From an optimization exercise on the open Yosys and OpenROAD flow, aimed at small area, a short achievable clock period and few clock cycles per item; shortcuts taken in it are not production practice.
No run shown here included a check of the RTL's function; only the layout flow was run.
Power is estimated from default activity; no workload was simulated.

==> flow/design.v (outline; a module is shown in full before it is edited, if it fits) <==
// module booth: 967 lines
// module menc: 4 lines
// module mbs: 3 lines
// module mbsn: 3 lines
// module mfa: 4 lines
// module mha: 4 lines
// module mx3: 3 lines
// module mmaj: 3 lines
// module minv: 3 lines
// module mand: 3 lines
// module mxor: 3 lines
// module mao: 3 lines
module booth (
    input  wire        clk  ,
    input  wire        rst_n,
    input  wire [15:0] x    ,
    input  wire [15:0] y    ,
    input  wire        start,
    output wire [31:0] z    ,
    output wire        busy
);
  // ...
==> flow/run.sh <==
#!/bin/bash
# synth_recipe.tcl (not shown) runs the flow's synth.tcl, then flattens the netlist and writes it again
# the make line also repeats each setting of config.mk as NAME=value (left out here)
make -C /OpenROAD-flow-scripts/flow DESIGN_CONFIG=/design/flow/config.mk WORK_HOME=/design/flow/orfs CLKGATE_MAP_FILE= SYNTH_SCRIPT=/design/flow/synth_recipe.tcl finish
==> flow/config.mk <==
export PLATFORM = sky130hd
export DESIGN_NAME = booth
export DESIGN_NICKNAME = booth
export VERILOG_FILES = /design/flow/design.v
export SDC_FILE = /design/flow/constraint.sdc
export NUM_CORES = 4
export LEC_CHECK = 0
export CAP_MARGIN = 20
export CORE_MARGIN = 2
export CORE_UTILIZATION = 40
export SLEW_MARGIN = 20
export SYNTH_HIERARCHICAL = 1
export SYNTH_MINIMUM_KEEP_SIZE = 0
==> flow/constraint.sdc <==
create_clock -name core_clock -period 4.0 [get_ports {clk}]
set_input_delay 0.8000 -clock core_clock [delete_from_list [all_inputs] [get_ports {clk}]]
set_output_delay 0.8000 -clock core_clock [all_outputs]
set_load 0.01 [all_outputs]
==> key figures, run 1 <==
Die
  • Die H: 160.9 µm
  • Die X: between 150 and 200 µm
  • Tap cells: 324
  • I/O pin cnt: between 60 and 70
  • Starting density of the core: 0.4063

Drt
  • Final wirelength: 24230 µm
  • Drt via density: 5.204

GRT
  • Total gr overflow: 0
  • Vias in the first global route: 7589
  • First-pass GRT wire length: 39740 µm

Cells and area
  • Leading cell type in the layout, fill and taps excluded: buf_4
  • Non-clock buffer share: 0.2019
  • CLK BUF: 6
  • N_diodes: 0
  • Final #Nets: 1124
  • Register Area: around 1600 µm²
  • Top reg by flops: qa

Worst setup path
  • CP endpoint: qb[10]
  • Critical path depth in cells: 12
  • Crit path kind: primary input to register
  • Kind of cell adding the most delay to the critical path: XOR/XNOR gates
  • Crit path launch type: primary input

Logic synthesis
  • Netlist Area Pre-Place: 9852 µm²
  • Largest cells by area after synthesis: xor3_1 (22%), a22oi_2 (17%), edfxtp_1 (16%)
  • Synth unique cells: 15
  • Sequential area share after synthesis: 0.1646
  • Main combinational cell family by area after synthesis: XOR/XNOR gates
  • Top_reg_cell synth: edfxtp_1
  • Most numerous cell in the Yosys netlist: a22oi_2
  • Post-synth EDFFs: 54
  • Proportion of synthesized area in mux cells: 0
  • Post-synth top cells: a22oi_2 (136), xnor2_1 (128), maj3_2 (90), xor3_1 (90)

Power and ir drop
  • Pint: around 0.0061 W
  • Overall power: 0.009462 W
  • P_seq: 0.00131 W
  • Reg power frac: 0.138
  • Pwr Density: between 700 and 800 nW/µm²

Timing
  • Final Hold Viols: 0
  • Tmin final: a little under 4 ns
  • Setup TNS: 0 ns

Placement
  • IO buf count: 65

Outcome
  • Status: complete, no violations

Worst hold path
  • Hold-critical path endpoint: qa[5]

Clocking
  • Post-CTS setup buffers: 9
  • CTS tree: built
==> run 2, diff against run 1 <==
==> flow/design.v (replaced) <==
module booth (
    input  wire        clk  ,
    input  wire        rst_n,
    input  wire [15:0] x    ,
    input  wire [15:0] y    ,
    input  wire        start,
    output wire [31:0] z    ,
    output wire        busy
);
assign busy = 1'b0;
wire one0, two0;
menc ue0 (.y2(y[1]), .y1(y[0]), .y0(1'b0), .one(one0), .two(two0));
wire one1, two1;
menc ue1 (.y2(y[3]), .y1(y[2]), .y0(y[1]), .one(one1), .two(two1));
wire one2, two2;
menc ue2 (.y2(y[5]), .y1(y[4]), .y0(y[3]), .one(one2), .two(two2));
wire one3, two3;
menc ue3 (.y2(y[7]), .y1(y[6]), .y0(y[5]), .one(one3), .two(two3));
wire one4, two4;
menc ue4 (.y2(y[9]), .y1(y[8]), .y0(y[7]), .one(one4), .two(two4));
wire one5, two5;
menc ue5 (.y2(y[11]), .y1(y[10]), .y0(y[9]), .one(one5), .two(two5));
wire one6, two6;
menc ue6 (.y2(y[13]), .y1(y[12]), .y0(y[11]), .one(one6), .two(two6));
wire one7, two7;
menc ue7 (.y2(y[15]), .y1(y[14]), .y0(y[13]), .one(one7), .two(two7));
wire pp0_0;
mbs upp0_0 (.xj(x[0]), .xm(1'b0), .one(one0), .two(two0), .neg(y[1]), .pp(pp0_0));
wire pp0_1;
mbs upp0_1 (.xj(x[1]), .xm(x[0]), .one(one0), .two(two0), .neg(y[1]), .pp(pp0_1));
wire pp0_2;
mbs upp0_2 (.xj(x[2]), .xm(x[1]), .one(one0), .two(two0), .neg(y[1]), .pp(pp0_2));
wire pp0_3;
mbs upp0_3 (.xj(x[3]), .xm(x[2]), .one(one0), .two(two0), .neg(y[1]), .pp(pp0_3));
wire pp0_4;
mbs upp0_4 (.xj(x[4]), .xm(x[3]), .one(one0), .two(two0), .neg(y[1]), .pp(pp0_4));
wire pp0_5;
mbs upp0_5 (.xj(x[5]), .xm(x[4]), .one(one0), .two(two0), .neg(y[1]), .pp(pp0_5));
wire pp0_6;
mbs upp0_6 (.xj(x[6]), .xm(x[5]), .one(one0), .two(two0), .neg(y[1]), .pp(pp0_6));
wire pp0_7;
mbs upp0_7 (.xj(x[7]), .xm(x[6]), .one(one0), .two(two0), .neg(y[1]), .pp(pp0_7));
wire pp0_8;
mbs upp0_8 (.xj(x[8]), .xm(x[7]), .one(one0), .two(two0), .neg(y[1]), .pp(pp0_8));
wire pp0_9;
mbs upp0_9 (.xj(x[9]), .xm(x[8]), .one(one0), .two(two0), .neg(y[1]), .pp(pp0_9));
wire pp0_10;
mbs upp0_10 (.xj(x[10]), .xm(x[9]), .one(one0), .two(two0), .neg(y[1]), .pp(pp0_10));
wire pp0_11;
mbs upp0_11 (.xj(x[11]), .xm(x[10]), .one(one0), .two(two0), .neg(y[1]), .pp(pp0_11));
wire pp0_12;
mbs upp0_12 (.xj(x[12]), .xm(x[11]), .one(one0), .two(two0), .neg(y[1]), .pp(pp0_12));
wire pp0_13;
mbs upp0_13 (.xj(x[13]), .xm(x[12]), .one(one0), .two(two0), .neg(y[1]), .pp(pp0_13));
wire pp0_14;
mbs upp0_14 (.xj(x[14]), .xm(x[13]), .one(one0), .two(two0), .neg(y[1]), .pp(pp0_14));
wire pp0_15;
mbs upp0_15 (.xj(x[15]), .xm(x[14]), .one(one0), .two(two0), .neg(y[1]), .pp(pp0_15));
wire pp0_16;
mbsn upp0_16 (.xj(x[15]), .xm(x[15]), .one(one0), .two(two0), .neg(y[1]), .pp(pp0_16));
wire s0n;
minv us0n (.a(pp0_16), .y(s0n));
wire pp1_0;
mbs upp1_0 (.xj(x[0]), .xm(1'b0), .one(one1), .two(two1), .neg(y[3]), .pp(pp1_0));
wire pp1_1;
mbs upp1_1 (.xj(x[1]), .xm(x[0]), .one(one1), .two(two1), .neg(y[3]), .pp(pp1_1));
wire pp1_2;
mbs upp1_2 (.xj(x[2]), .xm(x[1]), .one(one1), .two(two1), .neg(y[3]), .pp(pp1_2));
wire pp1_3;
mbs upp1_3 (.xj(x[3]), .xm(x[2]), .one(one1), .two(two1), .neg(y[3]), .pp(pp1_3));
wire pp1_4;
mbs upp1_4 (.xj(x[4]), .xm(x[3]), .one(one1), .two(two1), .neg(y[3]), .pp(pp1_4));
wire pp1_5;
mbs upp1_5 (.xj(x[5]), .xm(x[4]), .one(one1), .two(two1), .neg(y[3]), .pp(pp1_5));
wire pp1_6;
mbs upp1_6 (.xj(x[6]), .xm(x[5]), .one(one1), .two(two1), .neg(y[3]), .pp(pp1_6));
wire pp1_7;
mbs upp1_7 (.xj(x[7]), .xm(x[6]), .one(one1), .two(two1), .neg(y[3]), .pp(pp1_7));
wire pp1_8;
mbs upp1_8 (.xj(x[8]), .xm(x[7]), .one(one1), .two(two1), .neg(y[3]), .pp(pp1_8));
wire pp1_9;
mbs upp1_9 (.xj(x[9]), .xm(x[8]), .one(one1), .two(two1), .neg(y[3]), .pp(pp1_9));
wire pp1_10;
mbs upp1_10 (.xj(x[10]), .xm(x[9]), .one(one1), .two(two1), .neg(y[3]), .pp(pp1_10));
wire pp1_11;
mbs upp1_11 (.xj(x[11]), .xm(x[10]), .one(one1), .two(two1), .neg(y[3]), .pp(pp1_11));
wire pp1_12;
mbs upp1_12 (.xj(x[12]), .xm(x[11]), .one(one1), .two(two1), .neg(y[3]), .pp(pp1_12));
wire pp1_13;
mbs upp1_13 (.xj(x[13]), .xm(x[12]), .one(one1), .two(two1), .neg(y[3]), .pp(pp1_13));
wire pp1_14;
mbs upp1_14 (.xj(x[14]), .xm(x[13]), .one(one1), .two(two1), .neg(y[3]), .pp(pp1_14));
wire pp1_15;
mbs upp1_15 (.xj(x[15]), .xm(x[14]), .one(one1), .two(two1), .neg(y[3]), .pp(pp1_15));
wire pp1_16;
mbsn upp1_16 (.xj(x[15]), .xm(x[15]), .one(one1), .two(two1), .neg(y[3]), .pp(pp1_16));
wire pp2_0;
mbs upp2_0 (.xj(x[0]), .xm(1'b0), .one(one2), .two(two2), .neg(y[5]), .pp(pp2_0));
wire pp2_1;
mbs upp2_1 (.xj(x[1]), .xm(x[0]), .one(one2), .two(two2), .neg(y[5]), .pp(pp2_1));
wire pp2_2;
mbs upp2_2 (.xj(x[2]), .xm(x[1]), .one(one2), .two(two2), .neg(y[5]), .pp(pp2_2));
wire pp2_3;
mbs upp2_3 (.xj(x[3]), .xm(x[2]), .one(one2), .two(two2), .neg(y[5]), .pp(pp2_3));
wire pp2_4;
mbs upp2_4 (.xj(x[4]), .xm(x[3]), .one(one2), .two(two2), .neg(y[5]), .pp(pp2_4));
wire pp2_5;
mbs upp2_5 (.xj(x[5]), .xm(x[4]), .one(one2), .two(two2), .neg(y[5]), .pp(pp2_5));
wire pp2_6;
mbs upp2_6 (.xj(x[6]), .xm(x[5]), .one(one2), .two(two2), .neg(y[5]), .pp(pp2_6));
wire pp2_7;
mbs upp2_7 (.xj(x[7]), .xm(x[6]), .one(one2), .two(two2), .neg(y[5]), .pp(pp2_7));
wire pp2_8;
mbs upp2_8 (.xj(x[8]), .xm(x[7]), .one(one2), .two(two2), .neg(y[5]), .pp(pp2_8));
wire pp2_9;
mbs upp2_9 (.xj(x[9]), .xm(x[8]), .one(one2), .two(two2), .neg(y[5]), .pp(pp2_9));
wire pp2_10;
mbs upp2_10 (.xj(x[10]), .xm(x[9]), .one(one2), .two(two2), .neg(y[5]), .pp(pp2_10));
wire pp2_11;
mbs upp2_11 (.xj(x[11]), .xm(x[10]), .one(one2), .two(two2), .neg(y[5]), .pp(pp2_11));
wire pp2_12;
mbs upp2_12 (.xj(x[12]), .xm(x[11]), .one(one2), .two(two2), .neg(y[5]), .pp(pp2_12));
wire pp2_13;
mbs upp2_13 (.xj(x[13]), .xm(x[12]), .one(one2), .two(two2), .neg(y[5]), .pp(pp2_13));
wire pp2_14;
mbs upp2_14 (.xj(x[14]), .xm(x[13]), .one(one2), .two(two2), .neg(y[5]), .pp(pp2_14));
wire pp2_15;
mbs upp2_15 (.xj(x[15]), .xm(x[14]), .one(one2), .two(two2), .neg(y[5]), .pp(pp2_15));
wire pp2_16;
mbsn upp2_16 (.xj(x[15]), .xm(x[15]), .one(one2), .two(two2), .neg(y[5]), .pp(pp2_16));
wire pp3_0;
mbs upp3_0 (.xj(x[0]), .xm(1'b0), .one(one3), .two(two3), .neg(y[7]), .pp(pp3_0));
wire pp3_1;
mbs upp3_1 (.xj(x[1]), .xm(x[0]), .one(one3), .two(two3), .neg(y[7]), .pp(pp3_1));
wire pp3_2;
mbs upp3_2 (.xj(x[2]), .xm(x[1]), .one(one3), .two(two3), .neg(y[7]), .pp(pp3_2));
wire pp3_3;
mbs upp3_3 (.xj(x[3]), .xm(x[2]), .one(one3), .two(two3), .neg(y[7]), .pp(pp3_3));
wire pp3_4;
mbs upp3_4 (.xj(x[4]), .xm(x[3]), .one(one3), .two(two3), .neg(y[7]), .pp(pp3_4));
wire pp3_5;
mbs upp3_5 (.xj(x[5]), .xm(x[4]), .one(one3), .two(two3), .neg(y[7]), .pp(pp3_5));
wire pp3_6;
mbs upp3_6 (.xj(x[6]), .xm(x[5]), .one(one3), .two(two3), .neg(y[7]), .pp(pp3_6));
wire pp3_7;
mbs upp3_7 (.xj(x[7]), .xm(x[6]), .one(one3), .two(two3), .neg(y[7]), .pp(pp3_7));
wire pp3_8;
mbs upp3_8 (.xj(x[8]), .xm(x[7]), .one(one3), .two(two3), .neg(y[7]), .pp(pp3_8));
wire pp3_9;
mbs upp3_9 (.xj(x[9]), .xm(x[8]), .one(one3), .two(two3), .neg(y[7]), .pp(pp3_9));
wire pp3_10;
mbs upp3_10 (.xj(x[10]), .xm(x[9]), .one(one3), .two(two3), .neg(y[7]), .pp(pp3_10));
wire pp3_11;
mbs upp3_11 (.xj(x[11]), .xm(x[10]), .one(one3), .two(two3), .neg(y[7]), .pp(pp3_11));
wire pp3_12;
mbs upp3_12 (.xj(x[12]), .xm(x[11]), .one(one3), .two(two3), .neg(y[7]), .pp(pp3_12));
wire pp3_13;
mbs upp3_13 (.xj(x[13]), .xm(x[12]), .one(one3), .two(two3), .neg(y[7]), .pp(pp3_13));
wire pp3_14;
mbs upp3_14 (.xj(x[14]), .xm(x[13]), .one(one3), .two(two3), .neg(y[7]), .pp(pp3_14));
wire pp3_15;
mbs upp3_15 (.xj(x[15]), .xm(x[14]), .one(one3), .two(two3), .neg(y[7]), .pp(pp3_15));
wire pp3_16;
mbsn upp3_16 (.xj(x[15]), .xm(x[15]), .one(one3), .two(two3), .neg(y[7]), .pp(pp3_16));
wire pp4_0;
mbs upp4_0 (.xj(x[0]), .xm(1'b0), .one(one4), .two(two4), .neg(y[9]), .pp(pp4_0));
wire pp4_1;
mbs upp4_1 (.xj(x[1]), .xm(x[0]), .one(one4), .two(two4), .neg(y[9]), .pp(pp4_1));
wire pp4_2;
mbs upp4_2 (.xj(x[2]), .xm(x[1]), .one(one4), .two(two4), .neg(y[9]), .pp(pp4_2));
wire pp4_3;
mbs upp4_3 (.xj(x[3]), .xm(x[2]), .one(one4), .two(two4), .neg(y[9]), .pp(pp4_3));
wire pp4_4;
mbs upp4_4 (.xj(x[4]), .xm(x[3]), .one(one4), .two(two4), .neg(y[9]), .pp(pp4_4));
wire pp4_5;
mbs upp4_5 (.xj(x[5]), .xm(x[4]), .one(one4), .two(two4), .neg(y[9]), .pp(pp4_5));
wire pp4_6;
mbs upp4_6 (.xj(x[6]), .xm(x[5]), .one(one4), .two(two4), .neg(y[9]), .pp(pp4_6));
wire pp4_7;
mbs upp4_7 (.xj(x[7]), .xm(x[6]), .one(one4), .two(two4), .neg(y[9]), .pp(pp4_7));
wire pp4_8;
mbs upp4_8 (.xj(x[8]), .xm(x[7]), .one(one4), .two(two4), .neg(y[9]), .pp(pp4_8));
wire pp4_9;
mbs upp4_9 (.xj(x[9]), .xm(x[8]), .one(one4), .two(two4), .neg(y[9]), .pp(pp4_9));
wire pp4_10;
mbs upp4_10 (.xj(x[10]), .xm(x[9]), .one(one4), .two(two4), .neg(y[9]), .pp(pp4_10));
wire pp4_11;
mbs upp4_11 (.xj(x[11]), .xm(x[10]), .one(one4), .two(two4), .neg(y[9]), .pp(pp4_11));
wire pp4_12;
mbs upp4_12 (.xj(x[12]), .xm(x[11]), .one(one4), .two(two4), .neg(y[9]), .pp(pp4_12));
wire pp4_13;
mbs upp4_13 (.xj(x[13]), .xm(x[12]), .one(one4), .two(two4), .neg(y[9]), .pp(pp4_13));
wire pp4_14;
mbs upp4_14 (.xj(x[14]), .xm(x[13]), .one(one4), .two(two4), .neg(y[9]), .pp(pp4_14));
wire pp4_15;
mbs upp4_15 (.xj(x[15]), .xm(x[14]), .one(one4), .two(two4), .neg(y[9]), .pp(pp4_15));
wire pp4_16;
mbsn upp4_16 (.xj(x[15]), .xm(x[15]), .one(one4), .two(two4), .neg(y[9]), .pp(pp4_16));
wire pp5_0;
mbs upp5_0 (.xj(x[0]), .xm(1'b0), .one(one5), .two(two5), .neg(y[11]), .pp(pp5_0));
wire pp5_1;
mbs upp5_1 (.xj(x[1]), .xm(x[0]), .one(one5), .two(two5), .neg(y[11]), .pp(pp5_1));
wire pp5_2;
mbs upp5_2 (.xj(x[2]), .xm(x[1]), .one(one5), .two(two5), .neg(y[11]), .pp(pp5_2));
wire pp5_3;
mbs upp5_3 (.xj(x[3]), .xm(x[2]), .one(one5), .two(two5), .neg(y[11]), .pp(pp5_3));
wire pp5_4;
mbs upp5_4 (.xj(x[4]), .xm(x[3]), .one(one5), .two(two5), .neg(y[11]), .pp(pp5_4));
wire pp5_5;
mbs upp5_5 (.xj(x[5]), .xm(x[4]), .one(one5), .two(two5), .neg(y[11]), .pp(pp5_5));
wire pp5_6;
mbs upp5_6 (.xj(x[6]), .xm(x[5]), .one(one5), .two(two5), .neg(y[11]), .pp(pp5_6));
wire pp5_7;
mbs upp5_7 (.xj(x[7]), .xm(x[6]), .one(one5), .two(two5), .neg(y[11]), .pp(pp5_7));
wire pp5_8;
mbs upp5_8 (.xj(x[8]), .xm(x[7]), .one(one5), .two(two5), .neg(y[11]), .pp(pp5_8));
wire pp5_9;
mbs upp5_9 (.xj(x[9]), .xm(x[8]), .one(one5), .two(two5), .neg(y[11]), .pp(pp5_9));
wire pp5_10;
mbs upp5_10 (.xj(x[10]), .xm(x[9]), .one(one5), .two(two5), .neg(y[11]), .pp(pp5_10));
wire pp5_11;
mbs upp5_11 (.xj(x[11]), .xm(x[10]), .one(one5), .two(two5), .neg(y[11]), .pp(pp5_11));
wire pp5_12;
mbs upp5_12 (.xj(x[12]), .xm(x[11]), .one(one5), .two(two5), .neg(y[11]), .pp(pp5_12));
wire pp5_13;
mbs upp5_13 (.xj(x[13]), .xm(x[12]), .one(one5), .two(two5), .neg(y[11]), .pp(pp5_13));
wire pp5_14;
mbs upp5_14 (.xj(x[14]), .xm(x[13]), .one(one5), .two(two5), .neg(y[11]), .pp(pp5_14));
wire pp5_15;
mbs upp5_15 (.xj(x[15]), .xm(x[14]), .one(one5), .two(two5), .neg(y[11]), .pp(pp5_15));
wire pp5_16;
mbsn upp5_16 (.xj(x[15]), .xm(x[15]), .one(one5), .two(two5), .neg(y[11]), .pp(pp5_16));
wire pp6_0;
mbs upp6_0 (.xj(x[0]), .xm(1'b0), .one(one6), .two(two6), .neg(y[13]), .pp(pp6_0));
wire pp6_1;
mbs upp6_1 (.xj(x[1]), .xm(x[0]), .one(one6), .two(two6), .neg(y[13]), .pp(pp6_1));
wire pp6_2;
mbs upp6_2 (.xj(x[2]), .xm(x[1]), .one(one6), .two(two6), .neg(y[13]), .pp(pp6_2));
wire pp6_3;
mbs upp6_3 (.xj(x[3]), .xm(x[2]), .one(one6), .two(two6), .neg(y[13]), .pp(pp6_3));
wire pp6_4;
mbs upp6_4 (.xj(x[4]), .xm(x[3]), .one(one6), .two(two6), .neg(y[13]), .pp(pp6_4));
wire pp6_5;
mbs upp6_5 (.xj(x[5]), .xm(x[4]), .one(one6), .two(two6), .neg(y[13]), .pp(pp6_5));
wire pp6_6;
mbs upp6_6 (.xj(x[6]), .xm(x[5]), .one(one6), .two(two6), .neg(y[13]), .pp(pp6_6));
wire pp6_7;
mbs upp6_7 (.xj(x[7]), .xm(x[6]), .one(one6), .two(two6), .neg(y[13]), .pp(pp6_7));
wire pp6_8;
mbs upp6_8 (.xj(x[8]), .xm(x[7]), .one(one6), .two(two6), .neg(y[13]), .pp(pp6_8));
wire pp6_9;
mbs upp6_9 (.xj(x[9]), .xm(x[8]), .one(one6), .two(two6), .neg(y[13]), .pp(pp6_9));
wire pp6_10;
mbs upp6_10 (.xj(x[10]), .xm(x[9]), .one(one6), .two(two6), .neg(y[13]), .pp(pp6_10));
wire pp6_11;
mbs upp6_11 (.xj(x[11]), .xm(x[10]), .one(one6), .two(two6), .neg(y[13]), .pp(pp6_11));
wire pp6_12;
mbs upp6_12 (.xj(x[12]), .xm(x[11]), .one(one6), .two(two6), .neg(y[13]), .pp(pp6_12));
wire pp6_13;
mbs upp6_13 (.xj(x[13]), .xm(x[12]), .one(one6), .two(two6), .neg(y[13]), .pp(pp6_13));
wire pp6_14;
mbs upp6_14 (.xj(x[14]), .xm(x[13]), .one(one6), .two(two6), .neg(y[13]), .pp(pp6_14));
wire pp6_15;
mbs upp6_15 (.xj(x[15]), .xm(x[14]), .one(one6), .two(two6), .neg(y[13]), .pp(pp6_15));
wire pp6_16;
mbsn upp6_16 (.xj(x[15]), .xm(x[15]), .one(one6), .two(two6), .neg(y[13]), .pp(pp6_16));
wire pp7_0;
mbs upp7_0 (.xj(x[0]), .xm(1'b0), .one(one7), .two(two7), .neg(y[15]), .pp(pp7_0));
wire pp7_1;
mbs upp7_1 (.xj(x[1]), .xm(x[0]), .one(one7), .two(two7), .neg(y[15]), .pp(pp7_1));
wire pp7_2;
mbs upp7_2 (.xj(x[2]), .xm(x[1]), .one(one7), .two(two7), .neg(y[15]), .pp(pp7_2));
wire pp7_3;
mbs upp7_3 (.xj(x[3]), .xm(x[2]), .one(one7), .two(two7), .neg(y[15]), .pp(pp7_3));
wire pp7_4;
mbs upp7_4 (.xj(x[4]), .xm(x[3]), .one(one7), .two(two7), .neg(y[15]), .pp(pp7_4));
wire pp7_5;
mbs upp7_5 (.xj(x[5]), .xm(x[4]), .one(one7), .two(two7), .neg(y[15]), .pp(pp7_5));
wire pp7_6;
mbs upp7_6 (.xj(x[6]), .xm(x[5]), .one(one7), .two(two7), .neg(y[15]), .pp(pp7_6));
wire pp7_7;
mbs upp7_7 (.xj(x[7]), .xm(x[6]), .one(one7), .two(two7), .neg(y[15]), .pp(pp7_7));
wire pp7_8;
mbs upp7_8 (.xj(x[8]), .xm(x[7]), .one(one7), .two(two7), .neg(y[15]), .pp(pp7_8));
wire pp7_9;
mbs upp7_9 (.xj(x[9]), .xm(x[8]), .one(one7), .two(two7), .neg(y[15]), .pp(pp7_9));
wire pp7_10;
mbs upp7_10 (.xj(x[10]), .xm(x[9]), .one(one7), .two(two7), .neg(y[15]), .pp(pp7_10));
wire pp7_11;
mbs upp7_11 (.xj(x[11]), .xm(x[10]), .one(one7), .two(two7), .neg(y[15]), .pp(pp7_11));
wire pp7_12;
mbs upp7_12 (.xj(x[12]), .xm(x[11]), .one(one7), .two(two7), .neg(y[15]), .pp(pp7_12));
wire pp7_13;
mbs upp7_13 (.xj(x[13]), .xm(x[12]), .one(one7), .two(two7), .neg(y[15]), .pp(pp7_13));
wire pp7_14;
mbs upp7_14 (.xj(x[14]), .xm(x[13]), .one(one7), .two(two7), .neg(y[15]), .pp(pp7_14));
wire pp7_15;
mbs upp7_15 (.xj(x[15]), .xm(x[14]), .one(one7), .two(two7), .neg(y[15]), .pp(pp7_15));
wire pp7_16;
mbsn upp7_16 (.xj(x[15]), .xm(x[15]), .one(one7), .two(two7), .neg(y[15]), .pp(pp7_16));
wire s1, c2;
mha us1 (.a(y[3]), .b(pp0_2), .s(s1), .co(c2));
wire s3, c4;
mha us3 (.a(pp0_3), .b(pp1_1), .s(s3), .co(c4));
wire s5, c6;
mfa us5 (.a(y[5]), .b(pp0_4), .c(pp1_2), .s(s5), .co(c6));
wire s7, c8;
mha us7 (.a(pp2_0), .b(c4), .s(s7), .co(c8));
wire s9, c10;
mfa us9 (.a(pp0_5), .b(pp1_3), .c(pp2_1), .s(s9), .co(c10));
wire s11, c12;
mha us11 (.a(c6), .b(c8), .s(s11), .co(c12));
wire s13, c14;
mfa us13 (.a(y[7]), .b(pp0_6), .c(pp1_4), .s(s13), .co(c14));
wire s15, c16;
mfa us15 (.a(pp2_2), .b(pp3_0), .c(c10), .s(s15), .co(c16));
wire s17, c18;
mha us17 (.a(s13), .b(c12), .s(s17), .co(c18));
wire s19, c20;
mfa us19 (.a(pp0_7), .b(pp1_5), .c(pp2_3), .s(s19), .co(c20));
wire s21, c22;
mfa us21 (.a(pp3_1), .b(c14), .c(s19), .s(s21), .co(c22));
wire s23, c24;
mha us23 (.a(c16), .b(c18), .s(s23), .co(c24));
wire s25, c26;
mfa us25 (.a(y[9]), .b(pp0_8), .c(pp1_6), .s(s25), .co(c26));
wire s27, c28;
mfa us27 (.a(pp2_4), .b(pp3_2), .c(pp4_0), .s(s27), .co(c28));
wire s29, c30;
mfa us29 (.a(c20), .b(s25), .c(s27), .s(s29), .co(c30));
wire s31, c32;
mha us31 (.a(c22), .b(s29), .s(s31), .co(c32));
wire s33, c34;
mfa us33 (.a(pp0_9), .b(pp1_7), .c(pp2_5), .s(s33), .co(c34));
wire s35, c36;
mfa us35 (.a(pp3_3), .b(pp4_1), .c(c26), .s(s35), .co(c36));
wire s37, c38;
mfa us37 (.a(c28), .b(s33), .c(s35), .s(s37), .co(c38));
wire s39, c40;
mha us39 (.a(c30), .b(c32), .s(s39), .co(c40));
wire s41, c42;
mfa us41 (.a(y[11]), .b(pp0_10), .c(pp1_8), .s(s41), .co(c42));
wire s43, c44;
mfa us43 (.a(pp2_6), .b(pp3_4), .c(pp4_2), .s(s43), .co(c44));
wire s45, c46;
mfa us45 (.a(pp5_0), .b(c34), .c(s41), .s(s45), .co(c46));
wire s47, c48;
mfa us47 (.a(s43), .b(c36), .c(s45), .s(s47), .co(c48));
wire s49, c50;
mha us49 (.a(c38), .b(c40), .s(s49), .co(c50));
wire s51, c52;
mfa us51 (.a(pp0_11), .b(pp1_9), .c(pp2_7), .s(s51), .co(c52));
wire s53, c54;
mfa us53 (.a(pp3_5), .b(pp4_3), .c(pp5_1), .s(s53), .co(c54));
wire s55, c56;
mfa us55 (.a(c42), .b(c44), .c(s51), .s(s55), .co(c56));
wire s57, c58;
mfa us57 (.a(s53), .b(c46), .c(s55), .s(s57), .co(c58));
wire s59, c60;
mha us59 (.a(c48), .b(s57), .s(s59), .co(c60));
wire s61, c62;
mfa us61 (.a(y[13]), .b(pp0_12), .c(pp1_10), .s(s61), .co(c62));
wire s63, c64;
mfa us63 (.a(pp2_8), .b(pp3_6), .c(pp4_4), .s(s63), .co(c64));
wire s65, c66;
mfa us65 (.a(pp5_2), .b(pp6_0), .c(c52), .s(s65), .co(c66));
wire s67, c68;
mfa us67 (.a(c54), .b(s61), .c(s63), .s(s67), .co(c68));
wire s69, c70;
mfa us69 (.a(s65), .b(c56), .c(s67), .s(s69), .co(c70));
wire s71, c72;
mha us71 (.a(c58), .b(s69), .s(s71), .co(c72));
wire s73, c74;
mfa us73 (.a(pp0_13), .b(pp1_11), .c(pp2_9), .s(s73), .co(c74));
wire s75, c76;
mfa us75 (.a(pp3_7), .b(pp4_5), .c(pp5_3), .s(s75), .co(c76));
wire s77, c78;
mfa us77 (.a(pp6_1), .b(c62), .c(c64), .s(s77), .co(c78));
wire s79, c80;
mfa us79 (.a(s73), .b(s75), .c(c66), .s(s79), .co(c80));
wire s81, c82;
mfa us81 (.a(s77), .b(c68), .c(s79), .s(s81), .co(c82));
wire s83, c84;
mha us83 (.a(c70), .b(c72), .s(s83), .co(c84));
wire s85, c86;
mfa us85 (.a(y[15]), .b(pp0_14), .c(pp1_12), .s(s85), .co(c86));
wire s87, c88;
mfa us87 (.a(pp2_10), .b(pp3_8), .c(pp4_6), .s(s87), .co(c88));
wire s89, c90;
mfa us89 (.a(pp5_4), .b(pp6_2), .c(pp7_0), .s(s89), .co(c90));
wire s91, c92;
mfa us91 (.a(c74), .b(c76), .c(s85), .s(s91), .co(c92));
wire s93, c94;
mfa us93 (.a(s87), .b(s89), .c(c78), .s(s93), .co(c94));
wire s95, c96;
mfa us95 (.a(s91), .b(c80), .c(s93), .s(s95), .co(c96));
wire s97, c98;
mha us97 (.a(c82), .b(s95), .s(s97), .co(c98));
wire s99, c100;
mfa us99 (.a(pp0_15), .b(pp1_13), .c(pp2_11), .s(s99), .co(c100));
wire s101, c102;
mfa us101 (.a(pp3_9), .b(pp4_7), .c(pp5_5), .s(s101), .co(c102));
wire s103, c104;
mfa us103 (.a(pp6_3), .b(pp7_1), .c(c86), .s(s103), .co(c104));
wire s105, c106;
mfa us105 (.a(c88), .b(c90), .c(s99), .s(s105), .co(c106));
wire s107, c108;
mfa us107 (.a(s101), .b(s103), .c(c92), .s(s107), .co(c108));
wire s109, c110;
mfa us109 (.a(s105), .b(c94), .c(s107), .s(s109), .co(c110));
wire s111, c112;
mha us111 (.a(c96), .b(s109), .s(s111), .co(c112));
wire s113, c114;
mfa us113 (.a(s0n), .b(pp1_14), .c(pp2_12), .s(s113), .co(c114));
wire s115, c116;
mfa us115 (.a(pp3_10), .b(pp4_8), .c(pp5_6), .s(s115), .co(c116));
wire s117, c118;
mfa us117 (.a(pp6_4), .b(pp7_2), .c(c100), .s(s117), .co(c118));
wire s119, c120;
mfa us119 (.a(c102), .b(s113), .c(s115), .s(s119), .co(c120));
wire s121, c122;
mfa us121 (.a(c104), .b(s117), .c(c106), .s(s121), .co(c122));
wire s123, c124;
mfa us123 (.a(s119), .b(c108), .c(s121), .s(s123), .co(c124));
wire s125, c126;
mha us125 (.a(c110), .b(s123), .s(s125), .co(c126));
wire s127, c128;
mfa us127 (.a(s0n), .b(pp1_15), .c(pp2_13), .s(s127), .co(c128));
wire s129, c130;
mfa us129 (.a(pp3_11), .b(pp4_9), .c(pp5_7), .s(s129), .co(c130));
wire s131, c132;
mfa us131 (.a(pp6_5), .b(pp7_3), .c(c114), .s(s131), .co(c132));
wire s133, c134;
mfa us133 (.a(c116), .b(s127), .c(s129), .s(s133), .co(c134));
wire s135, c136;
mfa us135 (.a(c118), .b(s131), .c(c120), .s(s135), .co(c136));
wire s137, c138;
mfa us137 (.a(s133), .b(c122), .c(s135), .s(s137), .co(c138));
wire s139, c140;
mha us139 (.a(c124), .b(s137), .s(s139), .co(c140));
wire s141, c142;
mfa us141 (.a(pp0_16), .b(pp1_16), .c(pp2_14), .s(s141), .co(c142));
wire s143, c144;
mfa us143 (.a(pp3_12), .b(pp4_10), .c(pp5_8), .s(s143), .co(c144));
wire s145, c146;
mfa us145 (.a(pp6_6), .b(pp7_4), .c(c128), .s(s145), .co(c146));
wire s147, c148;
mfa us147 (.a(c130), .b(s141), .c(s143), .s(s147), .co(c148));
wire s149, c150;
mfa us149 (.a(c132), .b(s145), .c(c134), .s(s149), .co(c150));
wire s151, c152;
mfa us151 (.a(s147), .b(c136), .c(s149), .s(s151), .co(c152));
wire s153, c154;
mha us153 (.a(c138), .b(s151), .s(s153), .co(c154));
wire s155;
minv us155 (.a(pp2_15), .y(s155));
wire s156, c157;
mfa us156 (.a(pp3_13), .b(pp4_11), .c(pp5_9), .s(s156), .co(c157));
wire s158, c159;
mfa us158 (.a(pp6_7), .b(pp7_5), .c(s155), .s(s158), .co(c159));
wire s160, c161;
mfa us160 (.a(c142), .b(c144), .c(s156), .s(s160), .co(c161));
wire s162, c163;
mfa us162 (.a(s158), .b(c146), .c(c148), .s(s162), .co(c163));
wire s164, c165;
mfa us164 (.a(s160), .b(c150), .c(s162), .s(s164), .co(c165));
wire s166, c167;
mha us166 (.a(c152), .b(s164), .s(s166), .co(c167));
wire s168, c169;
mfa us168 (.a(pp2_16), .b(pp3_14), .c(pp4_12), .s(s168), .co(c169));
wire s170, c171;
mfa us170 (.a(pp5_10), .b(pp6_8), .c(pp7_6), .s(s170), .co(c171));
wire s172, c173;
mfa us172 (.a(pp2_15), .b(c157), .c(s168), .s(s172), .co(c173));
wire s174, c175;
mfa us174 (.a(s170), .b(c159), .c(c161), .s(s174), .co(c175));
wire s176, c177;
mfa us176 (.a(s172), .b(c163), .c(s174), .s(s176), .co(c177));
wire s178, c179;
mha us178 (.a(c165), .b(s176), .s(s178), .co(c179));
wire s180;
minv us180 (.a(pp3_15), .y(s180));
wire s181, c182;
mfa us181 (.a(pp4_13), .b(pp5_11), .c(pp6_9), .s(s181), .co(c182));
wire s183, c184;
mfa us183 (.a(pp7_7), .b(s180), .c(c169), .s(s183), .co(c184));
wire s185, c186;
mfa us185 (.a(c171), .b(s181), .c(s183), .s(s185), .co(c186));
wire s187, c188;
mfa us187 (.a(c173), .b(c175), .c(s185), .s(s187), .co(c188));
wire s189, c190;
mha us189 (.a(c177), .b(s187), .s(s189), .co(c190));
wire s191, c192;
mfa us191 (.a(pp3_16), .b(pp4_14), .c(pp5_12), .s(s191), .co(c192));
wire s193, c194;
mfa us193 (.a(pp6_10), .b(pp7_8), .c(pp3_15), .s(s193), .co(c194));
wire s195, c196;
mfa us195 (.a(c182), .b(s191), .c(s193), .s(s195), .co(c196));
wire s197, c198;
mfa us197 (.a(c184), .b(s195), .c(c186), .s(s197), .co(c198));
wire s199, c200;
mha us199 (.a(c188), .b(s197), .s(s199), .co(c200));
wire s201;
minv us201 (.a(pp4_15), .y(s201));
wire s202, c203;
mfa us202 (.a(pp5_13), .b(pp6_11), .c(pp7_9), .s(s202), .co(c203));
wire s204, c205;
mfa us204 (.a(s201), .b(c192), .c(c194), .s(s204), .co(c205));
wire s206, c207;
mfa us206 (.a(s202), .b(s204), .c(c196), .s(s206), .co(c207));
wire s208, c209;
mha us208 (.a(s206), .b(c198), .s(s208), .co(c209));
wire s210, c211;
mfa us210 (.a(pp4_16), .b(pp5_14), .c(pp6_12), .s(s210), .co(c211));
wire s212, c213;
mfa us212 (.a(pp7_10), .b(pp4_15), .c(c203), .s(s212), .co(c213));
wire s214, c215;
mfa us214 (.a(s210), .b(c205), .c(s212), .s(s214), .co(c215));
wire s216, c217;
mha us216 (.a(c207), .b(s214), .s(s216), .co(c217));
wire s218;
minv us218 (.a(pp5_15), .y(s218));
wire s219, c220;
mfa us219 (.a(pp6_13), .b(pp7_11), .c(s218), .s(s219), .co(c220));
wire s221, c222;
mfa us221 (.a(c211), .b(s219), .c(c213), .s(s221), .co(c222));
wire s223, c224;
mha us223 (.a(c215), .b(s221), .s(s223), .co(c224));
wire s225, c226;
mfa us225 (.a(pp5_16), .b(pp6_14), .c(pp7_12), .s(s225), .co(c226));
wire s227, c228;
mfa us227 (.a(pp5_15), .b(s225), .c(c220), .s(s227), .co(c228));
wire s229, c230;
mha us229 (.a(s227), .b(c222), .s(s229), .co(c230));
wire s231;
minv us231 (.a(pp6_15), .y(s231));
wire s232, c233;
mfa us232 (.a(pp7_13), .b(s231), .c(c226), .s(s232), .co(c233));
wire s234, c235;
mha us234 (.a(s232), .b(c228), .s(s234), .co(c235));
wire s236, c237;
mfa us236 (.a(pp6_16), .b(pp7_14), .c(pp6_15), .s(s236), .co(c237));
wire s238, c239;
mha us238 (.a(s236), .b(c233), .s(s238), .co(c239));
wire s240;
minv us240 (.a(pp7_15), .y(s240));
wire s241, c242;
mha us241 (.a(s240), .b(c237), .s(s241), .co(c242));
wire s243, c244;
mha us243 (.a(pp7_16), .b(pp7_15), .s(s243), .co(c244));
wire s245;
minv us245 (.a(c244), .y(s245));
reg [31:0] qa;
reg [29:0] qb;
wire hp246, hg247;
mha uhp246 (.a(qa[0]), .b(qb[0]), .s(hp246), .co(hg247));
wire hp248, hg249;
mha uhp248 (.a(qa[2]), .b(qb[1]), .s(hp248), .co(hg249));
wire hp250, hg251;
mha uhp250 (.a(qa[3]), .b(qb[2]), .s(hp250), .co(hg251));
wire hp252, hg253;
mha uhp252 (.a(qa[4]), .b(qb[3]), .s(hp252), .co(hg253));
wire hp254, hg255;
mha uhp254 (.a(qa[5]), .b(qb[4]), .s(hp254), .co(hg255));
wire hp256, hg257;
mha uhp256 (.a(qa[6]), .b(qb[5]), .s(hp256), .co(hg257));
wire hp258, hg259;
mha uhp258 (.a(qa[7]), .b(qb[6]), .s(hp258), .co(hg259));
wire hp260, hg261;
mha uhp260 (.a(qa[8]), .b(qb[7]), .s(hp260), .co(hg261));
wire hp262, hg263;
mha uhp262 (.a(qa[9]), .b(qb[8]), .s(hp262), .co(hg263));
wire hp264, hg265;
mha uhp264 (.a(qa[10]), .b(qb[9]), .s(hp264), .co(hg265));
wire hp266, hg267;
mha uhp266 (.a(qa[11]), .b(qb[10]), .s(hp266), .co(hg267));
wire hp268, hg269;
mha uhp268 (.a(qa[12]), .b(qb[11]), .s(hp268), .co(hg269));
wire hp270, hg271;
mha uhp270 (.a(qa[13]), .b(qb[12]), .s(hp270), .co(hg271));
wire hp272, hg273;
mha uhp272 (.a(qa[14]), .b(qb[13]), .s(hp272), .co(hg273));
wire hp274, hg275;
mha uhp274 (.a(qa[15]), .b(qb[14]), .s(hp274), .co(hg275));
wire hp276, hg277;
mha uhp276 (.a(qa[16]), .b(qb[15]), .s(hp276), .co(hg277));
wire hp278, hg279;
mha uhp278 (.a(qa[17]), .b(qb[16]), .s(hp278), .co(hg279));
wire hp280, hg281;
mha uhp280 (.a(qa[18]), .b(qb[17]), .s(hp280), .co(hg281));
wire hp282, hg283;
mha uhp282 (.a(qa[19]), .b(qb[18]), .s(hp282), .co(hg283));
wire hp284, hg285;
mha uhp284 (.a(qa[20]), .b(qb[19]), .s(hp284), .co(hg285));
wire hp286, hg287;
mha uhp286 (.a(qa[21]), .b(qb[20]), .s(hp286), .co(hg287));
wire hp288, hg289;
mha uhp288 (.a(qa[22]), .b(qb[21]), .s(hp288), .co(hg289));
wire hp290, hg291;
mha uhp290 (.a(qa[23]), .b(qb[22]), .s(hp290), .co(hg291));
wire hp292, hg293;
mha uhp292 (.a(qa[24]), .b(qb[23]), .s(hp292), .co(hg293));
wire hp294, hg295;
mha uhp294 (.a(qa[25]), .b(qb[24]), .s(hp294), .co(hg295));
wire hp296, hg297;
mha uhp296 (.a(qa[26]), .b(qb[25]), .s(hp296), .co(hg297));
wire hp298, hg299;
mha uhp298 (.a(qa[27]), .b(qb[26]), .s(hp298), .co(hg299));
wire hp300, hg301;
mha uhp300 (.a(qa[28]), .b(qb[27]), .s(hp300), .co(hg301));
wire hp302, hg303;
mha uhp302 (.a(qa[29]), .b(qb[28]), .s(hp302), .co(hg303));
wire hp304, hg305;
mha uhp304 (.a(qa[30]), .b(qb[29]), .s(hp304), .co(hg305));
wire hq306;
mand uhq306 (.a(hp248), .b(qa[1]), .y(hq306));
wire hg307;
mao uhg307 (.g1(hg253), .p1(hp252), .g0(hg251), .g(hg307));
wire hq308;
mand uhq308 (.a(hp252), .b(hp250), .y(hq308));
wire hg309;
mao uhg309 (.g1(hg257), .p1(hp256), .g0(hg255), .g(hg309));
wire hq310;
mand uhq310 (.a(hp256), .b(hp254), .y(hq310));
wire hg311;
mao uhg311 (.g1(hg261), .p1(hp260), .g0(hg259), .g(hg311));
wire hq312;
mand uhq312 (.a(hp260), .b(hp258), .y(hq312));
wire hg313;
mao uhg313 (.g1(hg265), .p1(hp264), .g0(hg263), .g(hg313));
wire hq314;
mand uhq314 (.a(hp264), .b(hp262), .y(hq314));
wire hg315;
mao uhg315 (.g1(hg269), .p1(hp268), .g0(hg267), .g(hg315));
wire hq316;
mand uhq316 (.a(hp268), .b(hp266), .y(hq316));
wire hg317;
mao uhg317 (.g1(hg273), .p1(hp272), .g0(hg271), .g(hg317));
wire hq318;
mand uhq318 (.a(hp272), .b(hp270), .y(hq318));
wire hg319;
mao uhg319 (.g1(hg277), .p1(hp276), .g0(hg275), .g(hg319));
wire hq320;
mand uhq320 (.a(hp276), .b(hp274), .y(hq320));
wire hg321;
mao uhg321 (.g1(hg281), .p1(hp280), .g0(hg279), .g(hg321));
wire hq322;
mand uhq322 (.a(hp280), .b(hp278), .y(hq322));
wire hg323;
mao uhg323 (.g1(hg285), .p1(hp284), .g0(hg283), .g(hg323));
wire hq324;
mand uhq324 (.a(hp284), .b(hp282), .y(hq324));
wire hg325;
mao uhg325 (.g1(hg289), .p1(hp288), .g0(hg287), .g(hg325));
wire hq326;
mand uhq326 (.a(hp288), .b(hp286), .y(hq326));
wire hg327;
mao uhg327 (.g1(hg293), .p1(hp292), .g0(hg291), .g(hg327));
wire hq328;
mand uhq328 (.a(hp292), .b(hp290), .y(hq328));
wire hg329;
mao uhg329 (.g1(hg297), .p1(hp296), .g0(hg295), .g(hg329));
wire hq330;
mand uhq330 (.a(hp296), .b(hp294), .y(hq330));
wire hg331;
mao uhg331 (.g1(hg301), .p1(hp300), .g0(hg299), .g(hg331));
wire hq332;
mand uhq332 (.a(hp300), .b(hp298), .y(hq332));
wire hg333;
mao uhg333 (.g1(hg305), .p1(hp304), .g0(hg303), .g(hg333));
wire hq334;
mand uhq334 (.a(hp304), .b(hp302), .y(hq334));
wire ha335;
mand uha335 (.a(qa[1]), .b(hg247), .y(ha335));
wire hg336;
mao uhg336 (.g1(hg249), .p1(hq306), .g0(hg247), .g(hg336));
wire hg337;
mao uhg337 (.g1(hg255), .p1(hp254), .g0(hg307), .g(hg337));
wire hq338;
mand uhq338 (.a(hp254), .b(hq308), .y(hq338));
wire hg339;
mao uhg339 (.g1(hg309), .p1(hq310), .g0(hg307), .g(hg339));
wire hq340;
mand uhq340 (.a(hq310), .b(hq308), .y(hq340));
wire hg341;
mao uhg341 (.g1(hg263), .p1(hp262), .g0(hg311), .g(hg341));
wire hq342;
mand uhq342 (.a(hp262), .b(hq312), .y(hq342));
wire hg343;
mao uhg343 (.g1(hg313), .p1(hq314), .g0(hg311), .g(hg343));
wire hq344;
mand uhq344 (.a(hq314), .b(hq312), .y(hq344));
wire hg345;
mao uhg345 (.g1(hg271), .p1(hp270), .g0(hg315), .g(hg345));
wire hq346;
mand uhq346 (.a(hp270), .b(hq316), .y(hq346));
wire hg347;
mao uhg347 (.g1(hg317), .p1(hq318), .g0(hg315), .g(hg347));
wire hq348;
mand uhq348 (.a(hq318), .b(hq316), .y(hq348));
wire hg349;
mao uhg349 (.g1(hg279), .p1(hp278), .g0(hg319), .g(hg349));
wire hq350;
mand uhq350 (.a(hp278), .b(hq320), .y(hq350));
wire hg351;
mao uhg351 (.g1(hg321), .p1(hq322), .g0(hg319), .g(hg351));
wire hq352;
mand uhq352 (.a(hq322), .b(hq320), .y(hq352));
wire hg353;
mao uhg353 (.g1(hg287), .p1(hp286), .g0(hg323), .g(hg353));
wire hq354;
mand uhq354 (.a(hp286), .b(hq324), .y(hq354));
wire hg355;
mao uhg355 (.g1(hg325), .p1(hq326), .g0(hg323), .g(hg355));
wire hq356;
mand uhq356 (.a(hq326), .b(hq324), .y(hq356));
wire hg357;
mao uhg357 (.g1(hg295), .p1(hp294), .g0(hg327), .g(hg357));
wire hq358;
mand uhq358 (.a(hp294), .b(hq328), .y(hq358));
wire hg359;
mao uhg359 (.g1(hg329), .p1(hq330), .g0(hg327), .g(hg359));
wire hq360;
mand uhq360 (.a(hq330), .b(hq328), .y(hq360));
wire hg361;
mao uhg361 (.g1(hg303), .p1(hp302), .g0(hg331), .g(hg361));
wire hq362;
mand uhq362 (.a(hp302), .b(hq332), .y(hq362));
wire hg363;
mao uhg363 (.g1(hg333), .p1(hq334), .g0(hg331), .g(hg363));
wire hq364;
mand uhq364 (.a(hq334), .b(hq332), .y(hq364));
wire hg365;
mao uhg365 (.g1(hg251), .p1(hp250), .g0(hg336), .g(hg365));
wire hg366;
mao uhg366 (.g1(hg307), .p1(hq308), .g0(hg336), .g(hg366));
wire hg367;
mao uhg367 (.g1(hg337), .p1(hq338), .g0(hg336), .g(hg367));
wire hg368;
mao uhg368 (.g1(hg339), .p1(hq340), .g0(hg336), .g(hg368));
wire hg369;
mao uhg369 (.g1(hg267), .p1(hp266), .g0(hg343), .g(hg369));
wire hq370;
mand uhq370 (.a(hp266), .b(hq344), .y(hq370));
wire hg371;
mao uhg371 (.g1(hg315), .p1(hq316), .g0(hg343), .g(hg371));
wire hq372;
mand uhq372 (.a(hq316), .b(hq344), .y(hq372));
wire hg373;
mao uhg373 (.g1(hg345), .p1(hq346), .g0(hg343), .g(hg373));
wire hq374;
mand uhq374 (.a(hq346), .b(hq344), .y(hq374));
wire hg375;
mao uhg375 (.g1(hg347), .p1(hq348), .g0(hg343), .g(hg375));
wire hq376;
mand uhq376 (.a(hq348), .b(hq344), .y(hq376));
wire hg377;
mao uhg377 (.g1(hg283), .p1(hp282), .g0(hg351), .g(hg377));
wire hq378;
mand uhq378 (.a(hp282), .b(hq352), .y(hq378));
wire hg379;
mao uhg379 (.g1(hg323), .p1(hq324), .g0(hg351), .g(hg379));
wire hq380;
mand uhq380 (.a(hq324), .b(hq352), .y(hq380));
wire hg381;
mao uhg381 (.g1(hg353), .p1(hq354), .g0(hg351), .g(hg381));
wire hq382;
mand uhq382 (.a(hq354), .b(hq352), .y(hq382));
wire hg383;
mao uhg383 (.g1(hg355), .p1(hq356), .g0(hg351), .g(hg383));
wire hq384;
mand uhq384 (.a(hq356), .b(hq352), .y(hq384));
wire hg385;
mao uhg385 (.g1(hg299), .p1(hp298), .g0(hg359), .g(hg385));
wire hq386;
mand uhq386 (.a(hp298), .b(hq360), .y(hq386));
wire hg387;
mao uhg387 (.g1(hg331), .p1(hq332), .g0(hg359), .g(hg387));
wire hq388;
mand uhq388 (.a(hq332), .b(hq360), .y(hq388));
wire hg389;
mao uhg389 (.g1(hg361), .p1(hq362), .g0(hg359), .g(hg389));
wire hq390;
mand uhq390 (.a(hq362), .b(hq360), .y(hq390));
wire hg391;
mao uhg391 (.g1(hg363), .p1(hq364), .g0(hg359), .g(hg391));
wire hq392;
mand uhq392 (.a(hq364), .b(hq360), .y(hq392));
wire hg393;
mao uhg393 (.g1(hg259), .p1(hp258), .g0(hg368), .g(hg393));
wire hg394;
mao uhg394 (.g1(hg311), .p1(hq312), .g0(hg368), .g(hg394));
wire hg395;
mao uhg395 (.g1(hg341), .p1(hq342), .g0(hg368), .g(hg395));
wire hg396;
mao uhg396 (.g1(hg343), .p1(hq344), .g0(hg368), .g(hg396));
wire hg397;
mao uhg397 (.g1(hg369), .p1(hq370), .g0(hg368), .g(hg397));
wire hg398;
mao uhg398 (.g1(hg371), .p1(hq372), .g0(hg368), .g(hg398));
wire hg399;
mao uhg399 (.g1(hg373), .p1(hq374), .g0(hg368), .g(hg399));
wire hg400;
mao uhg400 (.g1(hg375), .p1(hq376), .g0(hg368), .g(hg400));
wire hg401;
mao uhg401 (.g1(hg291), .p1(hp290), .g0(hg383), .g(hg401));
wire hq402;
mand uhq402 (.a(hp290), .b(hq384), .y(hq402));
wire hg403;
mao uhg403 (.g1(hg327), .p1(hq328), .g0(hg383), .g(hg403));
wire hq404;
mand uhq404 (.a(hq328), .b(hq384), .y(hq404));
wire hg405;
mao uhg405 (.g1(hg357), .p1(hq358), .g0(hg383), .g(hg405));
wire hq406;
mand uhq406 (.a(hq358), .b(hq384), .y(hq406));
wire hg407;
mao uhg407 (.g1(hg359), .p1(hq360), .g0(hg383), .g(hg407));
wire hq408;
mand uhq408 (.a(hq360), .b(hq384), .y(hq408));
wire hg409;
mao uhg409 (.g1(hg385), .p1(hq386), .g0(hg383), .g(hg409));
wire hq410;
mand uhq410 (.a(hq386), .b(hq384), .y(hq410));
wire hg411;
mao uhg411 (.g1(hg387), .p1(hq388), .g0(hg383), .g(hg411));
wire hq412;
mand uhq412 (.a(hq388), .b(hq384), .y(hq412));
wire hg413;
mao uhg413 (.g1(hg389), .p1(hq390), .g0(hg383), .g(hg413));
wire hq414;
mand uhq414 (.a(hq390), .b(hq384), .y(hq414));
wire hg415;
mao uhg415 (.g1(hg391), .p1(hq392), .g0(hg383), .g(hg415));
wire hq416;
mand uhq416 (.a(hq392), .b(hq384), .y(hq416));
wire hg417;
mao uhg417 (.g1(hg275), .p1(hp274), .g0(hg400), .g(hg417));
wire hg418;
mao uhg418 (.g1(hg319), .p1(hq320), .g0(hg400), .g(hg418));
wire hg419;
mao uhg419 (.g1(hg349), .p1(hq350), .g0(hg400), .g(hg419));
wire hg420;
mao uhg420 (.g1(hg351), .p1(hq352), .g0(hg400), .g(hg420));
wire hg421;
mao uhg421 (.g1(hg377), .p1(hq378), .g0(hg400), .g(hg421));
wire hg422;
mao uhg422 (.g1(hg379), .p1(hq380), .g0(hg400), .g(hg422));
wire hg423;
mao uhg423 (.g1(hg381), .p1(hq382), .g0(hg400), .g(hg423));
wire hg424;
mao uhg424 (.g1(hg383), .p1(hq384), .g0(hg400), .g(hg424));
wire hg425;
mao uhg425 (.g1(hg401), .p1(hq402), .g0(hg400), .g(hg425));
wire hg426;
mao uhg426 (.g1(hg403), .p1(hq404), .g0(hg400), .g(hg426));
wire hg427;
mao uhg427 (.g1(hg405), .p1(hq406), .g0(hg400), .g(hg427));
wire hg428;
mao uhg428 (.g1(hg407), .p1(hq408), .g0(hg400), .g(hg428));
wire hg429;
mao uhg429 (.g1(hg409), .p1(hq410), .g0(hg400), .g(hg429));
wire hg430;
mao uhg430 (.g1(hg411), .p1(hq412), .g0(hg400), .g(hg430));
wire hg431;
mao uhg431 (.g1(hg413), .p1(hq414), .g0(hg400), .g(hg431));
wire hg432;
mao uhg432 (.g1(hg415), .p1(hq416), .g0(hg400), .g(hg432));
wire ha433;
mand uha433 (.a(qa[31]), .b(hg432), .y(ha433));
wire hs434;
mxor uhs434 (.a(qa[1]), .b(hg247), .y(hs434));
wire hs435;
mxor uhs435 (.a(hp248), .b(ha335), .y(hs435));
wire hs436;
mxor uhs436 (.a(hp250), .b(hg336), .y(hs436));
wire hs437;
mxor uhs437 (.a(hp252), .b(hg365), .y(hs437));
wire hs438;
mxor uhs438 (.a(hp254), .b(hg366), .y(hs438));
wire hs439;
mxor uhs439 (.a(hp256), .b(hg367), .y(hs439));
wire hs440;
mxor uhs440 (.a(hp258), .b(hg368), .y(hs440));
wire hs441;
mxor uhs441 (.a(hp260), .b(hg393), .y(hs441));
wire hs442;
mxor uhs442 (.a(hp262), .b(hg394), .y(hs442));
wire hs443;
mxor uhs443 (.a(hp264), .b(hg395), .y(hs443));
wire hs444;
mxor uhs444 (.a(hp266), .b(hg396), .y(hs444));
wire hs445;
mxor uhs445 (.a(hp268), .b(hg397), .y(hs445));
wire hs446;
mxor uhs446 (.a(hp270), .b(hg398), .y(hs446));
wire hs447;
mxor uhs447 (.a(hp272), .b(hg399), .y(hs447));
wire hs448;
mxor uhs448 (.a(hp274), .b(hg400), .y(hs448));
wire hs449;
mxor uhs449 (.a(hp276), .b(hg417), .y(hs449));
wire hs450;
mxor uhs450 (.a(hp278), .b(hg418), .y(hs450));
wire hs451;
mxor uhs451 (.a(hp280), .b(hg419), .y(hs451));
wire hs452;
mxor uhs452 (.a(hp282), .b(hg420), .y(hs452));
wire hs453;
mxor uhs453 (.a(hp284), .b(hg421), .y(hs453));
wire hs454;
mxor uhs454 (.a(hp286), .b(hg422), .y(hs454));
wire hs455;
mxor uhs455 (.a(hp288), .b(hg423), .y(hs455));
wire hs456;
mxor uhs456 (.a(hp290), .b(hg424), .y(hs456));
wire hs457;
mxor uhs457 (.a(hp292), .b(hg425), .y(hs457));
wire hs458;
mxor uhs458 (.a(hp294), .b(hg426), .y(hs458));
wire hs459;
mxor uhs459 (.a(hp296), .b(hg427), .y(hs459));
wire hs460;
mxor uhs460 (.a(hp298), .b(hg428), .y(hs460));
wire hs461;
mxor uhs461 (.a(hp300), .b(hg429), .y(hs461));
wire hs462;
mxor uhs462 (.a(hp302), .b(hg430), .y(hs462));
wire hs463;
mxor uhs463 (.a(hp304), .b(hg431), .y(hs463));
wire hs464;
mxor uhs464 (.a(qa[31]), .b(hg432), .y(hs464));
assign z = {hs464, hs463, hs462, hs461, hs460, hs459, hs458, hs457, hs456, hs455, hs454, hs453, hs452, hs451, hs450, hs449, hs448, hs447, hs446, hs445, hs444, hs443, hs442, hs441, hs440, hs439, hs438, hs437, hs436, hs435, hs434, hp246};
always @(posedge clk)
    if (start) begin
        qa <= {s245, c242, c239, c235, c230, c224, c217, c209, c200, c190, c179, c167, c154, c140, c126, c112, c98, c84, s81, c60, c50, s47, s37, c24, s21, s15, s9, s5, c2, pp1_0, pp0_1, pp0_0};
        qb <= {s243, s241, s238, s234, s229, s223, s216, s208, s199, s189, s178, s166, s153, s139, s125, s111, s97, s83, s71, s59, s49, s39, s31, s23, s17, s11, s7, s3, s1, y[1]};
    end
endmodule
module menc (input wire y2, input wire y1, input wire y0, output wire one, output wire two);
assign one = y1 ^ y0;
assign two = (y2 & ~y1 & ~y0) | (~y2 & y1 & y0);
endmodule
module mbs (input wire xj, input wire xm, input wire one, input wire two, input wire neg, output wire pp);
assign pp = ((one & xj) | (two & xm)) ^ neg;
endmodule
module mbsn (input wire xj, input wire xm, input wire one, input wire two, input wire neg, output wire pp);
assign pp = ~(((one & xj) | (two & xm)) ^ neg);
endmodule
module mfa (input wire a, input wire b, input wire c, output wire s, output wire co);
assign s  = a ^ b ^ c;
assign co = (a & b) | (a & c) | (b & c);
endmodule
module mha (input wire a, input wire b, output wire s, output wire co);
assign s  = a ^ b;
assign co = a & b;
endmodule
module minv (input wire a, output wire y);
assign y = ~a;
endmodule
module mand (input wire a, input wire b, output wire y);
assign y = a & b;
endmodule
module mxor (input wire a, input wire b, output wire y);
assign y = a ^ b;
endmodule
module mao (input wire g1, input wire p1, input wire g0, output wire g);
assign g = g1 | (p1 & g0);
endmodule
==> run 2 against run 1 <==
Die area fell by 8.6%. First-iteration DRC count rose by 20%. Via count fell by 9.3%. Hold slack got worse by 0.22 ns. Still clean on timing, DRC and antenna. Critical path depth fell by 1. Non-clock buffer count fell by 69. Combinational power fell by about 20%. Synthesized area fell by 8.8%. Clock-buffer cell count rose by 3. Critical path type unchanged.
==> key figures, run 2 <==
Power and ir drop
  • Reg power frac: 0.166 (was 0.138)
  • Clock power share: 0.089 (was 0.055)
  • Sw power: 0.003331 W (was 0.003365 W)
  • Pint: 0.004928 W (was 0.006097 W)
  • Overall power: 0.008260 W (was 0.009462 W)
  • Combinational group share of total power: 0.745 (was 0.807)
  • Switching share of power: 0.4033 (was 0.3556)
  • Pwr Density: 687.2 nW/µm² (was 719.6 nW/µm²)
  • Leak pwr: 4.872 nW (was 5.855 nW)
  • VDD IR-drop max: 0.0003201 V (was 0.0007572 V)

Outcome
  • Status: complete, no violations (unchanged)

Cells and area
  • Register Area: 1862 µm² (was 1622 µm²)
  • Leading cell type in the layout, fill and taps excluded: a22oi_2 (was buf_4)
  • Area of the multi-input gates: 7367 µm² (was 8270 µm²)
  • Top flop regs: qa x32, qb x30 (was qa x22, qb x21, qlo x11)
  • Final #Nets: 1103 (was 1124)
  • Cell area after layout: 12020 µm² (was 13150 µm²)
  • Top reg by flops: qa (unchanged)
  • Share of cells above drive strength 1: 0.4134 (was 0.4762)
  • Max reg flops: 32 (was 22)
  • FILL cells: 1818 (was 2110)
  • Layout Area Growth over Synthesis: 33.71% (was 33.46%)
  • N_diodes: 0 (unchanged)
  • Most frequent cells in the layout: a22oi_2 (136), xnor2_1 (108), buf_4 (107), a21o_1 (75), fa_1 (67) (was buf_4 (189), a22oi_2 (136), xnor2_1 (115), maj3_2 (90), xor3_1 (89))

Logic synthesis
  • Yosys warnings: 7 (unchanged)
  • Netlist Area Pre-Place: 8989 µm² (was 9852 µm²)
  • Largest cells by area after synthesis: edfxtp_1 (21%), fa_1 (20%), a22oi_2 (19%) (was xor3_1 (22%), a22oi_2 (17%), edfxtp_1 (16%))
  • Syn Area/Cell: 12.57 µm² (was 12.95 µm²)
  • Post-synth top cells: a22oi_2 (136), xnor2_1 (128), fa_1 (90), a21o_1 (77), edfxtp_1 (62) (was a22oi_2 (136), xnor2_1 (128), maj3_2 (90), xor3_1 (90))
  • Sequential area share after synthesis: 0.2071 (was 0.1646)
  • Synthesis-stage register bit count: 62 (was 54)
  • Top_reg_cell synth: edfxtp_1 (unchanged)
  • Synth async-reset ratio: 0 (unchanged)
  • Most numerous cell in the Yosys netlist: a22oi_2 (unchanged)
  • Syn Inst Count: 715 (was 761)
  • Post-synth EDFFs: 62 (was 54)
  • Synth unique cells: 14 (was 15)
  • Yosys top cell area share: 0.2071 (was 0.2172)
  • Cell taking the most area after synthesis: edfxtp_1 (was xor3_1)

Drt
  • Post-DR wirelength/cell: 18.54 µm (was 17.88 µm)
  • Routed Antenna Nets: 0 (unchanged)
  • Final wirelength: 22320 µm (was 24230 µm)
  • DRC: 0 (unchanged)
  • DR vias: 6393 (was 7051)
  • 1st-iter DRT viols: 326 (was 272)
  • Drt via density: 5.310 (was 5.204)
  • Drt pass-1 iters: 4 (unchanged)

Placement
  • IO buf count: 65 (unchanged)
  • Area after DPL: 11290 µm² (was 12730 µm²)
  • Placed wire-length estimate: 18210 µm (was 19390 µm)
  • Placer Congestion: 0.8679 (was 0.8545)

Worst setup path
  • Crit path arrival time: 4.02 ns (was 3.96 ns)
  • Crit-path most repeated cell: fa_1
  • Max Fanout on Critical Path: 12 (was 7)
  • CP Cell Sequence: dlygate4sd2_1 -> buf_6 -> xor2_4 -> buf_12 -> a22oi_2 -> xnor2_2 -> fa_1 -> fa_2 -> fa_1 -> fa_1 -> ha_1 (was clkdlybuf4s50_1 -> buf_4 -> nand2b_1 -> o22ai_2 -> buf_4 -> a22oi_2 -> xnor2_1 -> xor3_1 -> maj3_2 -> maj3_2 -> xor3_1 -> ha_1)
  • Crit path launch type: primary input (unchanged)
  • Crit path kind: primary input to register (unchanged)
  • Crit-path max cell delay: 0.50 ns (was 0.47 ns)
  • Crit. End Element: register (unchanged)
  • Worst endpoint required time: 4.08 ns (was 4.06 ns)
  • Worst Setup SP: y[6] (was y[9])
  • Critical-path top delay cell: fa_1 (was xor3_1)

Timing
  • Setup Viol. Count Final: 0 (unchanged)
  • Slew Viols, Final: 0 (unchanged)
  • Final Hold Viols: 0 (unchanged)
  • Hold Worst Slack: 0.8605 ns (was 1.083 ns)
  • Crit share post-route: 0.9841 (was 0.9739)
  • Worst slew pin tran: 0.8300 ns (was 0.6936 ns)
  • Slew headroom: 0.4467 (was 0.5376)
  • FMAX: 254.0 MHz (was 256.7 MHz)
  • Tmin final: 3.937 ns (was 3.896 ns)

GRT
  • Total gr overflow: 0 (unchanged)
  • Total track usage: 0.1988 (was 0.1924)
  • Vias in the first global route: 7161 (was 7589)
  • Largest net degree at the start of global routing: 38 (was 29)
  • Initial antenna violation count: 0 (unchanged)
  • First-pass GRT wire length: 37320 µm (was 39740 µm)

Die
  • Die X: 153.9 µm (was 160.9 µm)
  • FP Rows: 54 (was 57)
  • Die ar.: 23690 µm² (was 25900 µm²)
  • Core area: 21960 µm² (was 24250 µm²)
  • Die H: 153.9 µm (was 160.9 µm)
  • Starting density of the core: 0.4093 (was 0.4063)
  • I/O pin cnt: 68 (unchanged)

Clocking
  • Hold_buf cts: 0 (unchanged)
  • Clock Path Buffers: 2 (unchanged)
  • CTS buffer count: 9 (was 5)
  • CTS clk-pin slew, worst paths: 0.06 ns (was 0.07 ns)
  • H-tree levels: 3 (was 2)
  • CTS tree: built (unchanged)
  • Clock Sinks: 62 (was 54)
  • Root Buffer: clkbuf_16 (unchanged)

Worst hold path
  • Worst hold path startpoint: y[1] (was start)
  • Worst min-delay path class: primary input to register (unchanged)
  • Depth of the worst hold-timing path: 2 (was 1)
  • Hold-critical path endpoint: qb[0] (was qa[5])

Flow run
  • MaxCap Viol Count: 0 (unchanged)
## run 2: cell types whose count changed after synthesis
cell | before | now
fa_1 | 0 | 90
maj3_2 | 90 | 0
xor3_1 | 90 | 0
a21o_1 | 59 | 77
and2_1 | 32 | 50
edfxtp_1 | 54 | 62
## run 2: how the worst max path moves through the flow
| stage | endpoint | slack (ns) | cells past startpoint |
|---|---|---|---|
| 2_1_floorplan | qb[16] | -0.03 | 9 |
| 3_3_place_gp | qb[16] | -0.55 | 12 |
| 3_5_place_dp | qb[13] | -0.60 | 13 |
| 4_1_cts | qb[17] | 0.002 | 12 |
| 5_1_grt | qb[18] | -0.008 | 11 |
| 6_report | qb[18] | 0.06 | 11 |
## run 2: what timing repair did
| item | in CTS | in global routing |
|---|---|---|
| gates cloned | 2 | 1 |
| resized for setup | 46 | 48 |
| setup endpoints to repair | 41 | 28 |
| setup buffers | 9 | 3 |
| pin swaps | 29 | 27 |
## run 2: power by group through the flow
stage                     clock network (W)  logic, W  registers [W]
final                              0.000736   0.00615        0.00137
after global routing               0.000793   0.00691        0.00140
after CTS                          0.000754   0.00625        0.00138
after detailed placement                  0   0.00612        0.00139
after global placement                    0   0.00600        0.00138
after floorplan                           0   0.00439        0.00136
## run 2: worst max-delay path, delay by kind of cell
kind            cells  cell delay [ns]
fa+ha+maj           5             2.15
buf+inv             3             0.56
xor+xnor            2             0.32
compound gates      1             0.20
## run 2: cell type report
type                    count  area share
multi-input cells         623      0.6130
repair buffers            215      0.1770
flip-flops and latches     62      0.1549
well taps                 280     0.02915
clock buffers               9     0.01874
clock inverters             7    0.004789
inverters                   8    0.002498
## run 2: logic make-up after synthesis
kind of cell	synth area share
flops	0.2071
xor+xnor	0.1705
compound gates	0.2648
simple gates	0.04371
buf+inv	0.03090
other cells	0.0004172
fa+ha+maj	0.2826
## run 2: Yosys stat by module (local to each module, per instance)
module / cells inside / flops+latches / times used / area (µm²)
booth: 96 / 62 / 1 / 2113
menc: 4 / 0 / 8 / 31.28
mbs: 2 / 0 / 128 / 21.27
mbsn: 2 / 0 / 8 / 21.27
mfa: 1 / 0 / 90 / 20.02
mha: 1 / 0 / 59 / 12.51
mxor: 1 / 0 / 31 / 8.758
mao: 1 / 0 / 77 / 7.507
mand: 1 / 0 / 50 / 6.256
minv: 1 / 0 / 8 / 3.754
## run 2: layer usage
metal | share of wire | GRT usage | wire (µm) | vias up
met5 | 0 | 0 | 0 | -
met4 | 0.021 | 0.05429 | 465 | 0
met3 | 0.029 | 0.02818 | 637 | 27
met2 | 0.52 | 0.3616 | 11680 | 104
met1 | 0.43 | 0.2468 | 9532 | 3254
li1 | - | - | - | 3008
## run 2: through the flow
stage | setup WS (ns) | std cells | setup TNS (ns) | util
final | 0.06342 | 1204 | 0 | 0.5474
after detailed placement | -0.5963 | 1174 | -15.57 | 0.5144
after CTS | 0.002474 | 1201 | 0 | 0.5398
after floorplan | -0.03441 | 726 | -0.08939 | -
after global routing | -0.008220 | 1204 | -0.01124 | 0.5474
after global placement | -0.5488 | 1174 | -13.60 | 0.5144

## separate check: timing with driven ports
How much do the figures lean on ideal ports? The routed layouts below were timed once more, with nothing changed but the port constraints. Step 1: set_driving_cell puts a clkbuf_16 on clk and a buf_2 on each other input, an assumption about the parent block. Step 2 also shifts input and output timing later by t, the mid clock arrival at the registers, as if the neighbouring blocks saw the same clock. Three values: no drivers, after step 1, after step 2; two values: the first two.
| run | t, ns | setup WS [ns] |
|---|---|---|
| run 1 | 0.348 | 0.104 / 0.120 / -0.228 |
| run 2 | 0.383 | 0.063 / 0.073 / -0.309 |
Met with ideal ports but missed after step 2: setup timing in run 1 and run 2.
